Context: an optimization exercise on an open-source flow, tuned for small area. The choices shown serve that exercise and are no tape-out recipe. No functional check of the RTL was part of any run shown here.

$ cat flow/flow/run.sh
#!/bin/bash
# Own layout flow: the standard flow (standard.sh) with one change to synthesis:
# the combinational logic is mapped by ABC with an area-oriented script (flow/abc_own.script)
# instead of ORFS's, and Yosys's full/half-adder extraction is skipped so that ABC sees all
# the logic. Registers are mapped by the standard synthesis unchanged.
set -euo pipefail
W=$(pwd)
cp flow/abc_own.script "$W/abc_own.script"
cat > "$W/own_synth.tcl" <<EOT
proc abc {args} {
  set i [lsearch -exact \$args -script]
  if {\$i >= 0} { set args [lreplace \$args [expr {\$i+1}] [expr {\$i+1}] $W/abc_own.script] }
  yosys abc {*}\$args
}
proc extract_fa {args} { }
source $W/synth_recipe.tcl
EOT
sed -E "s#SYNTH_SCRIPT=[^ ]*synth_recipe.tcl'?#SYNTH_SCRIPT=$W/own_synth.tcl#" standard.sh > own_standard.sh
grep -q "own_synth.tcl" own_standard.sh
bash own_standard.sh > "$W/own_flow.log" 2>&1
$ cat flow/flow/abc_own.script
strash
&get -n
&deepsyn -T 120
&dch -f
&nf -R 1000
&put
topo
$ cat flow/standard.sh
#!/bin/bash
# synth_recipe.tcl (not shown) runs the flow's synth.tcl, then flattens the netlist and writes it again
# the make line also repeats each setting of config.mk as NAME=value (left out here)
make -C /OpenROAD-flow-scripts/flow DESIGN_CONFIG=/design/flow/config.mk WORK_HOME=/design/flow/orfs CLKGATE_MAP_FILE= SYNTH_SCRIPT=/design/flow/synth_recipe.tcl "${@:-finish}"
$ cat flow/config.mk
export PLATFORM = sky130hd
export DESIGN_NAME = top_module
export DESIGN_NICKNAME = top_module
export VERILOG_FILES = /design/flow/design.v
export SDC_FILE = /design/flow/constraint.sdc
export NUM_CORES = 4
export LEC_CHECK = 0
export CAP_MARGIN = 20
export CELL_PAD_IN_SITES_DETAIL_PLACEMENT = 1
export CELL_PAD_IN_SITES_GLOBAL_PLACEMENT = 1
export CORE_MARGIN = 2
export CORE_UTILIZATION = 45
export SLEW_MARGIN = 20
$ cat flow/constraint.sdc
create_clock -name core_clock -period 80.0 [get_ports {main_clk}]
set_input_delay 16.0000 -clock core_clock [delete_from_list [all_inputs] [get_ports {main_clk}]]
set_output_delay 16.0000 -clock core_clock [all_outputs]
set_load 0.01 [all_outputs]
$ cat flow/design.v
module thr_table(
    input [7:0] n,
    output [23:0] thr
);
    assign thr =
        ({24{n == 8'd1}} & 24'd13499999) |
        ({24{n == 8'd2}} & 24'd6749999) |
        ({24{n == 8'd3}} & 24'd4499999) |
        ({24{n == 8'd4}} & 24'd3374999) |
        ({24{n == 8'd5}} & 24'd2699999) |
        ({24{n == 8'd6}} & 24'd2249999) |
        ({24{n == 8'd7}} & 24'd1928571) |
        ({24{n == 8'd8}} & 24'd1687499) |
        ({24{n == 8'd9}} & 24'd1499999) |
        ({24{n == 8'd16}} & 24'd1349999) |
        ({24{n == 8'd17}} & 24'd1227272) |
        ({24{n == 8'd18}} & 24'd1124999) |
        ({24{n == 8'd19}} & 24'd1038461) |
        ({24{n == 8'd20}} & 24'd964285) |
        ({24{n == 8'd21}} & 24'd899999) |
        ({24{n == 8'd22}} & 24'd843749) |
        ({24{n == 8'd23}} & 24'd794117) |
        ({24{n == 8'd24}} & 24'd749999) |
        ({24{n == 8'd25}} & 24'd710526) |
        ({24{n == 8'd32}} & 24'd674999) |
        ({24{n == 8'd33}} & 24'd642857) |
        ({24{n == 8'd34}} & 24'd613636) |
        ({24{n == 8'd35}} & 24'd586956) |
        ({24{n == 8'd36}} & 24'd562499) |
        ({24{n == 8'd37}} & 24'd539999) |
        ({24{n == 8'd38}} & 24'd519230) |
        ({24{n == 8'd39}} & 24'd499999) |
        ({24{n == 8'd40}} & 24'd482142) |
        ({24{n == 8'd41}} & 24'd465517) |
        ({24{n == 8'd48}} & 24'd449999) |
        ({24{n == 8'd49}} & 24'd435483) |
        ({24{n == 8'd50}} & 24'd421874) |
        ({24{n == 8'd51}} & 24'd409090) |
        ({24{n == 8'd52}} & 24'd397058) |
        ({24{n == 8'd53}} & 24'd385714) |
        ({24{n == 8'd54}} & 24'd374999) |
        ({24{n == 8'd55}} & 24'd364864) |
        ({24{n == 8'd56}} & 24'd355263) |
        ({24{n == 8'd57}} & 24'd346153) |
        ({24{n == 8'd64}} & 24'd337499) |
        ({24{n == 8'd65}} & 24'd329268) |
        ({24{n == 8'd66}} & 24'd321428) |
        ({24{n == 8'd67}} & 24'd313953) |
        ({24{n == 8'd68}} & 24'd306818) |
        ({24{n == 8'd69}} & 24'd299999) |
        ({24{n == 8'd70}} & 24'd293478) |
        ({24{n == 8'd71}} & 24'd287234) |
        ({24{n == 8'd72}} & 24'd281249) |
        ({24{n == 8'd73}} & 24'd275510) |
        ({24{n == 8'd80}} & 24'd269999) |
        ({24{n == 8'd81}} & 24'd264705) |
        ({24{n == 8'd82}} & 24'd259615) |
        ({24{n == 8'd83}} & 24'd254716) |
        ({24{n == 8'd84}} & 24'd249999) |
        ({24{n == 8'd85}} & 24'd245454) |
        ({24{n == 8'd86}} & 24'd241071) |
        ({24{n == 8'd87}} & 24'd236842) |
        ({24{n == 8'd88}} & 24'd232758) |
        ({24{n == 8'd89}} & 24'd228813) |
        ({24{n == 8'd96}} & 24'd224999) |
        ({24{n == 8'd97}} & 24'd221311) |
        ({24{n == 8'd98}} & 24'd217741) |
        ({24{n == 8'd99}} & 24'd214285) |
        ({24{n == 8'd100}} & 24'd210937) |
        ({24{n == 8'd101}} & 24'd207692) |
        ({24{n == 8'd102}} & 24'd204545) |
        ({24{n == 8'd103}} & 24'd201492) |
        ({24{n == 8'd104}} & 24'd198529) |
        ({24{n == 8'd105}} & 24'd195652) |
        ({24{n == 8'd112}} & 24'd192857) |
        ({24{n == 8'd113}} & 24'd190140) |
        ({24{n == 8'd114}} & 24'd187499) |
        ({24{n == 8'd115}} & 24'd184931) |
        ({24{n == 8'd116}} & 24'd182432) |
        ({24{n == 8'd117}} & 24'd179999) |
        ({24{n == 8'd118}} & 24'd177631) |
        ({24{n == 8'd119}} & 24'd175324) |
        ({24{n == 8'd120}} & 24'd173076) |
        ({24{n == 8'd121}} & 24'd170886) |
        ({24{n == 8'd128}} & 24'd168749) |
        ({24{n == 8'd129}} & 24'd166666) |
        ({24{n == 8'd130}} & 24'd164634) |
        ({24{n == 8'd131}} & 24'd162650) |
        ({24{n == 8'd132}} & 24'd160714) |
        ({24{n == 8'd133}} & 24'd158823) |
        ({24{n == 8'd134}} & 24'd156976) |
        ({24{n == 8'd135}} & 24'd155172) |
        ({24{n == 8'd136}} & 24'd153409) |
        ({24{n == 8'd137}} & 24'd151685) |
        ({24{n == 8'd144}} & 24'd149999) |
        ({24{n == 8'd145}} & 24'd148351) |
        ({24{n == 8'd146}} & 24'd146739) |
        ({24{n == 8'd147}} & 24'd145161) |
        ({24{n == 8'd148}} & 24'd143617) |
        ({24{n == 8'd149}} & 24'd142105) |
        ({24{n == 8'd150}} & 24'd140624) |
        ({24{n == 8'd151}} & 24'd139175) |
        ({24{n == 8'd152}} & 24'd137755) |
        ({24{n == 8'd153}} & 24'd136363);
endmodule
module top_module(
    input main_clk,
    input rst,
    input btn_up, btn_dwn,
    output [6:0] leds,
    output [1:0] segment,
    output out_pulse
);
    reg [11:0] up_d;
    reg up_s, up_o;
    wire up_diff = btn_up ^ up_s;
    wire up_lim = ~up_d[0] & ~up_d[1] & ~up_d[3] & up_d[4] & up_d[6] & ~up_d[8] & up_d[9] & up_d[10] & ~up_d[11];
    wire up_flip = up_diff & up_lim;
    wire up_sn = up_s ^ up_flip;
    always @(posedge main_clk) begin
        if (rst | up_flip) up_d <= 12'b000000000001;
        else if (up_diff) up_d <= {up_d[10:0], ~(up_d[10] ^ up_d[11])};
    end
    reg [11:0] dn_d;
    reg dn_s, dn_o;
    wire dn_diff = btn_dwn ^ dn_s;
    wire dn_lim = ~dn_d[0] & ~dn_d[1] & ~dn_d[3] & dn_d[4] & dn_d[6] & ~dn_d[8] & dn_d[9] & dn_d[10] & ~dn_d[11];
    wire dn_flip = dn_diff & dn_lim;
    wire dn_sn = dn_s ^ dn_flip;
    always @(posedge main_clk) begin
        if (rst | dn_flip) dn_d <= 12'b000000000001;
        else if (dn_diff) dn_d <= {dn_d[10:0], ~(dn_d[10] ^ dn_d[11])};
    end
    reg [3:0] pt, pu;
    reg si, sd;
    wire plus = si & ~sd;
    wire minus = sd & ~si;
    wire pu9 = (pu == 4'd9);
    wire pu0 = (pu == 4'd0);
    wire [3:0] nu = plus ? (pu9 ? 4'd0 : pu + 4'd1) : minus ? (pu0 ? 4'd9 : pu - 4'd1) : pu;
    wire [3:0] nt = (plus & pu9) ? pt + 4'd1 : (minus & pu0) ? pt - 4'd1 : pt;
    wire at_max = (nt == 4'd9) & (nu == 4'd9);
    wire at_one = (nt == 4'd0) & (nu == 4'd1);
    wire inc = up_sn & ~up_o & ~at_max;
    wire up_on = up_sn & (up_o | ~at_max);
    wire dn_lock = at_one & ~inc;
    wire dec = dn_sn & ~dn_o & ~dn_lock;
    wire dn_on = dn_sn & (dn_o | ~dn_lock);
    reg toggle;
    always @(posedge main_clk) begin
        if (rst) begin
            up_s <= 1'b0; dn_s <= 1'b0; up_o <= 1'b0; dn_o <= 1'b0;
            pt <= 4'd0; pu <= 4'd0; si <= 1'b1; sd <= 1'b0;
            toggle <= 1'b0;
        end else begin
            up_s <= up_sn; dn_s <= dn_sn; up_o <= up_on; dn_o <= dn_on;
            pt <= nt; pu <= nu; si <= inc; sd <= dec;
            toggle <= ~toggle;
        end
    end
    wire [23:0] thr;
    thr_table u_thr (.n({nt, nu}), .thr(thr));
    reg [23:0] c;
    reg pulse;
    wire [24:0] ge;      
    wire [24:0] cy;      
    wire [23:0] c1;
    assign ge[0] = 1'b1;
    assign cy[0] = 1'b1;
    genvar i;
    generate for (i = 0; i < 24; i = i + 1) begin : g
        assign ge[i+1] = (c[i] & ~thr[i]) | (~(c[i] ^ thr[i]) & ge[i]);
        assign c1[i] = c[i] ^ cy[i];
        assign cy[i+1] = c[i] & cy[i];
    end endgenerate
    wire wrap = ge[24];
    always @(posedge main_clk) begin
        if (rst | wrap) c <= 24'd0;
        else c <= c1;
        if (rst) pulse <= 1'b0;
        else if (wrap) pulse <= ~pulse;
    end
    assign out_pulse = pulse;
    wire [3:0] digit = toggle ? pt : pu;
    reg [6:0] seg;
    always @(*) begin
        case (digit)
            4'd0: seg = 7'b0111111;
            4'd1: seg = 7'b0000110;
            4'd2: seg = 7'b1011011;
            4'd3: seg = 7'b1001111;
            4'd4: seg = 7'b1100110;
            4'd5: seg = 7'b1101101;
            4'd6: seg = 7'b1111101;
            4'd7: seg = 7'b0000111;
            4'd8: seg = 7'b1111111;
            4'd9: seg = 7'b1101111;
            default: seg = 7'b0000000;
        endcase
    end
    assign leds = seg;
    assign segment = {~toggle, toggle};
endmodule
==> impl_results.md, run 1 <==
* Commonest cells after routing, fill and taps aside: nor2_1, nand2_1, dfxtp_1
* # H-tree levels at 3
* Total die area at 11400 µm²
* DIE WIDTH at 107 µm
* Synth Area in Simple Gates at 35.7%
* Endpoints failing setup at 0
* Largest net degree at the start of global routing at 20
* Xor/xnor share of the synthesized area at 4.42%
* I/O pins at 14
* Relative slew slack at 24.9%
* Post-route insts no fill at 855
* Clock transition at path regs at 0.08 ns
* EDFF count, synth at 0
* Status: complete, no violations
* Post-synthesis cell type count at 53
* Grt total ovfl at 0
* Worst Skew at 0.0184 ns
* Largest cells by area after synthesis: dfxtp_1, nor2_1, nand2_1
* Number of global-route vias before repair at 6787
* Asr flop ratio synth at 0%
* Worst Path Required at 64.00 ns
* Inst Count DP at 840
* Via/cell ratio at 7.82
* Die Ht at 107 µm
* Critical path class: register to output pin
* Core Region at 10300 µm²
* Top cell type's share of synthesized area at 27.0%
* All-Layer GR Usage at 45.6%
* Final instance area at 5340 µm²
* Remaining DRCs at 0
* Post-synthesis sequential area ratio at 27.0%
* CTS max path bufs at 2
* Root buffer selected by CTS: clkbuf_8
* Clock latency (worst-skew pair) at 0.36 ns
* Setup Fix Bufs, Post-CTS at 0
* Max Cap Violations at 0
* DR WL/cell at 30.6 µm
* First-pass GRT wire length at 39.3 mm
* Initial antenna violation count at 0
* Mapped Area at 4750 µm²
* Largest family of logic cells by synthesized area: simple AND/OR/NAND/NOR gates
* Pre-CTS setup slack at 61.58 ns
* Worst hold path class: register to register
* Mux share of post-synthesis cell area at 1.50%
* Final hold slack at 0.490 ns
* Initial DRC count at 1244
* Most common cell after layout, fill and taps aside: nor2_1
* Flop2flop setup slack at 68.64 ns
* Worst setup margin at 61.10 ns
* Nets at 719
* Fin. max-slew vios at 0
* Critical path's slowest cell: dfxtp_1
* Initial Utilization at 46.3%
* CP Launch Type: register
* Core Util, Final at 51.9%
* Final critical-path required period at 18.90 ns
* WL final at 26.1 mm
* CTS buffer count at 9
* Adder-Cell Fraction of Synth Area at 0.211%
* Syn Area/Cell at 7.00 µm²
* Antenna cells at 0
* Actual slew at the worst max-slew pin at 1.12 ns
* FP Rows at 37
* Fmax at 52.9 MHz
* Cell taking the most area after synthesis: dfxtp_1
* Fin. Hold Viols at 0
* Fill count at 1350
* CTS tree: done
* Mapped Nets at 683
* Worst Setup End Kind: output pin
* CP Max Fanout at 8
* Port bufs at 13
* Post-synth top flop: dfxtp_1
* Cells after Synth at 679
* Period utilization at 23.6%
* Yosys warns at 1
* Setup TNS at 0 ns
* Post-CTS sizing at 0
* Post-DRT Antenna Nets at 0
* CP Cell Sequence: mux2i_1 > nand2_1 > a31oi_1 > o21a_1 > o22ai_1 > nor2_1 > clkdlybuf4s50_1
* TritonRoute pass-1 iters at 7
* Cts hold-fix bufs at 0
* CP max stage delay at 0.55 ns
* Yosys reg bits at 64
* Worst Path Arrival at 2.90 ns
* Area after DPL at 5150 µm²
* Compound-Gate Fraction of Synth Area at 30.6%
* Area Growth Syn to Fin at 12.3%
* Via count at 6684
* Layout cells sized above 1 at 4.17%
* Placer Congestion at 1.15
* CTS Sinks at 64
* RSZ-0062 raised after global routing: false
* HPWL Detailed at 18.0 mm
==> Yosys cell counts (all sizes together), types with 10 or more instances <==
cell / count
xnor2: 15
o22ai: 26
nor2: 104
o21ai: 49
nor4: 22
a22oi: 12
a22o: 22
and3: 10
nand4: 14
a21oi: 51
nor3: 37
dfxtp: 64
nand3: 21
nand2: 93
==> critical path, delay by kind of cell (launching register included) <==
family	cells	cell delay (ns)
multiplexers	1	0.50
buffers and inverters	1	0.55
AO/OA/AOI/OAI	3	0.64
flip-flops	1	0.55
AND/OR/NAND/NOR	2	0.31
==> cells by family after synthesis <==
kind of cell	after synthesis
AOI/OAI and AO/OA	224
buffers and inverters	6
muxes	7
adders and majority gates	1
xor gates and xnor gates	24
and+or+nand+nor	353
DFF	64
==> registers in the layout, summed over array words and instances (netlist names), 4 cells and up <==
signal and flops:
c 24, dn_d 12, up_d 12, pt 4
pu 4
==> layout make-up <==
cell class | instances | area (µm²) | share of cell area, %
inverters | 5 | 18.8 | 0.352
multi-input cells | 609 | 3460 | 64.7
clock inverters | 6 | 61.3 | 1.15
well taps | 136 | 170 | 3.19
clock buffers | 9 | 124 | 2.32
flip-flops and latches | 64 | 1280 | 24.0
repair buffers | 26 | 228 | 4.27
==> metal layers <==
metal	track usage, %	vias to the layer above	routed length (µm)
li1	-	2703	-
met1	51.2	3145	9250
met2	70.1	600	11000
met3	18.2	236	3460
met4	32.5	0	2470
met5	0	-	0
==> path summary, 6_finish.rpt <==
kind         cells past startpoint       to  startpoint
max                              7  leds[4]      toggle
min                              1  dn_d[2]     dn_d[2]
max reg2reg                     42     c[8]       pu[0]
min reg2reg                      1  dn_d[2]     dn_d[2]
==> inputs of run 2 (changes only) <==
==> flow/design.v (replaced) <==
module chia_xung (
    input main_clk,
    input rst,
    input [6:0]count_set,
    output reg out
);
parameter Clock_frequency  = 27_000_000;
reg [24:0] count;
always @(posedge main_clk)
begin
    if (rst) begin
        count <= 0;
        out <= 1'b0;
    end
    else if(count <= ((((Clock_frequency/2)-1) / count_set)-1)) count <= count + 1'b1;
    else begin
        count <= 0;
        out <= ~out;
    end
end
endmodule
module dieu_khien_nut(
    input main_clk,
    input rst,
    input btn_up, btn_dwn,
    output reg [6:0] count
);
reg btn_up_old, btn_dwn_old;
reg [19:0] debounce_counter_up, debounce_counter_dwn;
reg btn_up_stable, btn_dwn_stable;
reg [6:0] cnt;
parameter DEBOUNCE_LIMIT = 2700;   
always @(posedge main_clk)
begin
    if (rst) begin
        btn_up_old = 0;
        btn_dwn_old = 0;
        btn_up_stable = 0;
        btn_dwn_stable = 0;
        debounce_counter_up <= 0;
        debounce_counter_dwn <= 0;
        count <= 7'd1;
    end else begin
    cnt = count;
    if (btn_up != btn_up_stable) begin
        debounce_counter_up <= debounce_counter_up + 1;
        if (debounce_counter_up >= DEBOUNCE_LIMIT) begin
            btn_up_stable = btn_up;
            debounce_counter_up <= 0;
        end
    end
    if (btn_dwn != btn_dwn_stable) begin
        debounce_counter_dwn <= debounce_counter_dwn + 1;
        if (debounce_counter_dwn >= DEBOUNCE_LIMIT) begin
            btn_dwn_stable = btn_dwn;
            debounce_counter_dwn <= 0;
        end
    end 
    if (cnt < 99 && btn_up_stable) begin
        if (btn_up_old == 0) begin
            cnt = cnt + 1'b1;
            btn_up_old = 1;
        end
    end else if (btn_up_stable == 0) begin
        btn_up_old = 0;
    end
    if (cnt > 1 && btn_dwn_stable) begin
        if (btn_dwn_old == 0) begin
            cnt = cnt - 1'b1;
            btn_dwn_old = 1;
        end
    end else if (btn_dwn_stable == 0) begin
        btn_dwn_old = 0;
    end
    count <= cnt;
    end
end
endmodule
module led_7_doan(
    input wire clk,                
    input wire rst,                
    input wire [6:0] value,        
    output reg [6:0] seg,          
    output reg [1:0] led_select    
);
    reg [3:0] tens;                
    reg [3:0] units;               
    reg toggle;
    always @(posedge clk) begin
        if (rst) begin
            tens   <= 4'd0;
            units  <= 4'd0;
            toggle <= 1'b0;
        end else begin
            tens  <= value / 10;        
            units <= value % 10;        
            toggle <= ~toggle;          
        end
    end
    always @(*) begin
        case (toggle)
            1'b0: begin
                seg = decode(units);   
                led_select[0] = 0;
                led_select[1] = 1;
            end
            1'b1: begin
                seg = decode(tens);    
                led_select[0] = 1;
                led_select[1] = 0;
            end
        endcase
    end
    function [6:0] decode;
        input [3:0] num;
        case (num)
            4'd0: decode = 7'b0111111;
            4'd1: decode = 7'b0000110;
            4'd2: decode = 7'b1011011;
            4'd3: decode = 7'b1001111;
            4'd4: decode = 7'b1100110;
            4'd5: decode = 7'b1101101;
            4'd6: decode = 7'b1111101;
            4'd7: decode = 7'b0000111;
            4'd8: decode = 7'b1111111;
            4'd9: decode = 7'b1101111;
            default: decode = 7'b0000000;
        endcase
    endfunction
endmodule
module top_module(
    input main_clk,
    input rst,
    input btn_up, btn_dwn,
    output [6:0] leds,
    output [1:0] segment,
    output out_pulse
);
wire [6:0] count; 
dieu_khien_nut u0 (main_clk, rst, btn_up, btn_dwn, count);
chia_xung u1 (main_clk, rst, count, out_pulse);
led_7_doan u2 (main_clk, rst, count, leds, segment);
endmodule
==> flow/run.sh (new file) <==
#!/bin/bash
# synth_recipe.tcl (not shown) runs the flow's synth.tcl, then flattens the netlist and writes it again
# the make line also repeats each setting of config.mk as NAME=value (left out here)
make -C /OpenROAD-flow-scripts/flow DESIGN_CONFIG=/design/flow/config.mk WORK_HOME=/design/flow/orfs CLKGATE_MAP_FILE= SYNTH_SCRIPT=/design/flow/synth_recipe.tcl finish
==> flow/config.mk (replaced) <==
export PLATFORM = sky130hd
export DESIGN_NAME = top_module
export DESIGN_NICKNAME = top_module
export VERILOG_FILES = /design/flow/design.v
export SDC_FILE = /design/flow/constraint.sdc
export NUM_CORES = 4
export LEC_CHECK = 0
export CAP_MARGIN = 20
export CORE_MARGIN = 2
export CORE_UTILIZATION = 40
export SLEW_MARGIN = 20
removed: flow/flow/run.sh
removed: flow/flow/abc_own.script
removed: flow/standard.sh
==> impl_results.md, run 2 <==
* List of most frequent post-synthesis cells: nor2_1, nand2_1, a21oi_1
* Commonest cells after routing, fill and taps aside: nor2_1, nand2_1, a21oi_1
* Total die area at 71500 µm²
* Post-synth top flop: dfxtp_1
* CP max stage delay at 0.63 ns
* Worst Setup End Kind: register
* Worst Hold End: u0.debounce_counter_up[19]
* Critical path class: register to register
* Initial antenna violation count at 0
* DIE WIDTH at 267 µm
* Most common cell after layout, fill and taps aside: nor2_1
* HPWL Detailed at 66.8 mm
* Max Cap Violations at 0
* Initial Utilization at 40.5%
* Status: complete, no violations
* # H-tree levels at 3
* Post-synthesis cell type count at 154
* Cell taking the most area after synthesis: ha_1
* Area after DPL at 28700 µm²
* Nets at 4111
* EDFF count, synth at 0
* Final instance area at 29800 µm²
* Yosys reg bits at 92
* I/O pins at 14
* Area Growth Syn to Fin at 7.50%
* Flop2flop setup slack at 5.95 ns
* Xor/xnor share of the synthesized area at 9.45%
* All-Layer GR Usage at 22.8%
* Fmax at 13.5 MHz
* Number of global-route vias before repair at 27.5k
* Placer Congestion at 0.957
* Asr flop ratio synth at 0%
* Core Region at 68600 µm²
* Syn Area/Cell at 7.16 µm²
* Actual slew at the worst max-slew pin at 1.06 ns
* Clock transition at path regs at 0.08 ns
* Worst Path Required at 80.25 ns
* Port bufs at 13
* CTS buffer count at 9
* Mapped Area at 27800 µm²
* Worst setup margin at 5.95 ns
* Critical R2R Launch: u0.count[4]
* Critical path's slowest cell: nor4_1
* Initial DRC count at 2383
* R2R depth at 375
* Relative slew slack at 28.9%
* Setup TNS at 0 ns
* Worst Skew at 0.0122 ns
* Hold wc startpoint: u0.debounce_counter_up[19]
* Final critical-path required period at 74.05 ns
* Cts hold-fix bufs at 0
* Endpoints failing setup at 0
* CTS tree: done
* Via/cell ratio at 6.26
* First-pass GRT wire length at 140 mm
* CP Launch Type: register
* Mapped Nets at 4104
* Via count at 30.2k
* Top-count cell post-synth: nor2_1
* Antenna cells at 0
* Compound-Gate Fraction of Synth Area at 34.3%
* Fin. max-slew vios at 0
* Post-DRT Antenna Nets at 0
* Largest cells by area after synthesis: ha_1, dfxtp_1, nor2_1
* Layout cells sized above 1 at 11.9%
* Worst Path Arrival at 74.31 ns
* Top cell type's share of synthesized area at 10.1%
* Mux share of post-synthesis cell area at 4.05%
* CTS max path bufs at 2
* FP Rows at 96
* Fin. Hold Viols at 0
* Clock latency (worst-skew pair) at 0.36 ns
* Post-synthesis sequential area ratio at 6.64%
* CTS Sinks at 92
* Largest family of logic cells by synthesized area: compound AO/OA/AOI/OAI gates
* Cell mode on critical path: ha_1
* Reg-to-reg endpoint: u1.count[8]
* Worst hold path class: register to register
* Cells after Synth at 3875
* WL final at 86.8 mm
* Yosys warns at 3
* Pre-CTS setup slack at -1.34 ns
* Adder-Cell Fraction of Synth Area at 10.2%
* Largest net degree at the start of global routing at 60
* Period utilization at 92.6%
* Remaining DRCs at 0
* Hold depth at 2
* Die Ht at 267 µm
* Root buffer selected by CTS: clkbuf_16
* CP Max Fanout at 26
* TritonRoute pass-1 iters at 5
* Synth Area in Simple Gates at 31.3%
* DR WL/cell at 18.0 µm
* Grt total ovfl at 0
[run 2: changes by cell type in the layout (fill, tap and decap cells not counted), sizes merged, moves of 105 or more]
cell,change
xnor2,+168
o21ai,+139
nor2,+353
a21oi,+226
inv,+105
ha,+225
nand2,+185
a21o,+125
[run 2: worst max-delay path by stage]
stage               cells past startpoint   startpoint  slack, ns            to
floorplan                             410  u0.count[0]       5.05  u1.count[10]
global placement                      378  u0.count[1]       0.95   u1.count[0]
detailed placement                    378  u0.count[1]      -1.34   u1.count[8]
CTS                                   378  u0.count[4]       0.04   u1.count[8]
global route                          387  u0.count[1]      -0.23   u1.count[5]
finish                                375  u0.count[4]       5.95   u1.count[8]
[run 2: kinds of logic (layout without fill, tap and decap cells)]
group,count (synthesis),count (layout)
xor gates and xnor gates,290,290
muxes,104,104
adders and majority gates,227,227
AOI/OAI and AO/OA,1317,1317
buffers and inverters,223,230
DFF,92,92
and+or+nand+nor,1622,1627
[run 2: per-layer routing]
metal	part of all wire (%)	wire length [µm]	up-vias	global-route usage, %
met5	0	0	-	0
met4	1.6	1420	0	4.65
met3	4.5	3930	116	1.59
met2	45	39300	861	37.8
met1	49	42200	14200	32.4
li1	-	-	15000	-
[run 2: critical path: cells and delay by family (launching register included)]
family          cells  cell delay [ns]
flops               1             0.57
buf+inv            29             4.04
xor+xnor            1             0.17
mux                 3             0.99
compound gates    168            32.99
fa+ha+maj          33            10.02
simple gates      141            24.93
[run 2: repair_timing]
action	4_1_cts	5_1_grt
gates resized for setup	12	89
pin swaps	2	14
setup endpoints to repair	26	26
buffers inserted	1	42
cloned	0	5
[run 2: area by class of cell]
class	count	area [µm²]
Fill cell	7161	38800
Multi-Input combinational cell	3565	25300
Sequential cell	92	1840
Tap cell	931	1160
Timing Repair Buffer	109	851
Inverter	105	400
Clock buffer	9	225
Clock inverter	7	88.8
[run 2: stage by stage]
| step | hold WS (ns) | util, % | std cells |
|---|---|---|---|
| final | 0.473 | 43.5 | 4818 |
| after CTS | 0.478 | 42.4 | 4771 |
| after global routing | 0.507 | 43.5 | 4818 |
| after detailed placement | 0.458 | 41.9 | 4754 |
| after floorplan | 0.437 | - | 3875 |
| after global placement | 0.447 | 41.9 | 4754 |

[static timing again, ports no longer ideal]
How much do the figures lean on ideal ports? The routed layouts below were timed once more, with nothing changed but the port constraints. Step 1 (the two cells are an assumption about what drives the block):
set clk [get_ports {main_clk}]
set_driving_cell -lib_cell sky130_fd_sc_hd__clkbuf_16 $clk
set_driving_cell -lib_cell sky130_fd_sc_hd__buf_2 [delete_from_list [all_inputs] $clk]
Step 2 adds t to the input delays and takes it off the output delays; t is the mean of the earliest and latest rising clock arrival at the registers after step 1. Input paths then give back, and output paths get back, about the clock's delay inside the block. Three values: ideal ports, drivers, drivers and shift; two values: the first two.
run	shift t [ns]	slack for setup (ns)	worst hold slack (ns)	worst register clock-pin slew, ns	cell pins on the clock port's net
run 1	0.386	61.098 / 61.064 / 61.450	0.490 / 0.490 / 0.490	0.08 / 0.08	1
run 2	0.394	5.947 / 5.947 / 5.947	0.473 / 0.473 / 0.473	0.08 / 0.08	1
After both steps every run listed still meets setup and hold.
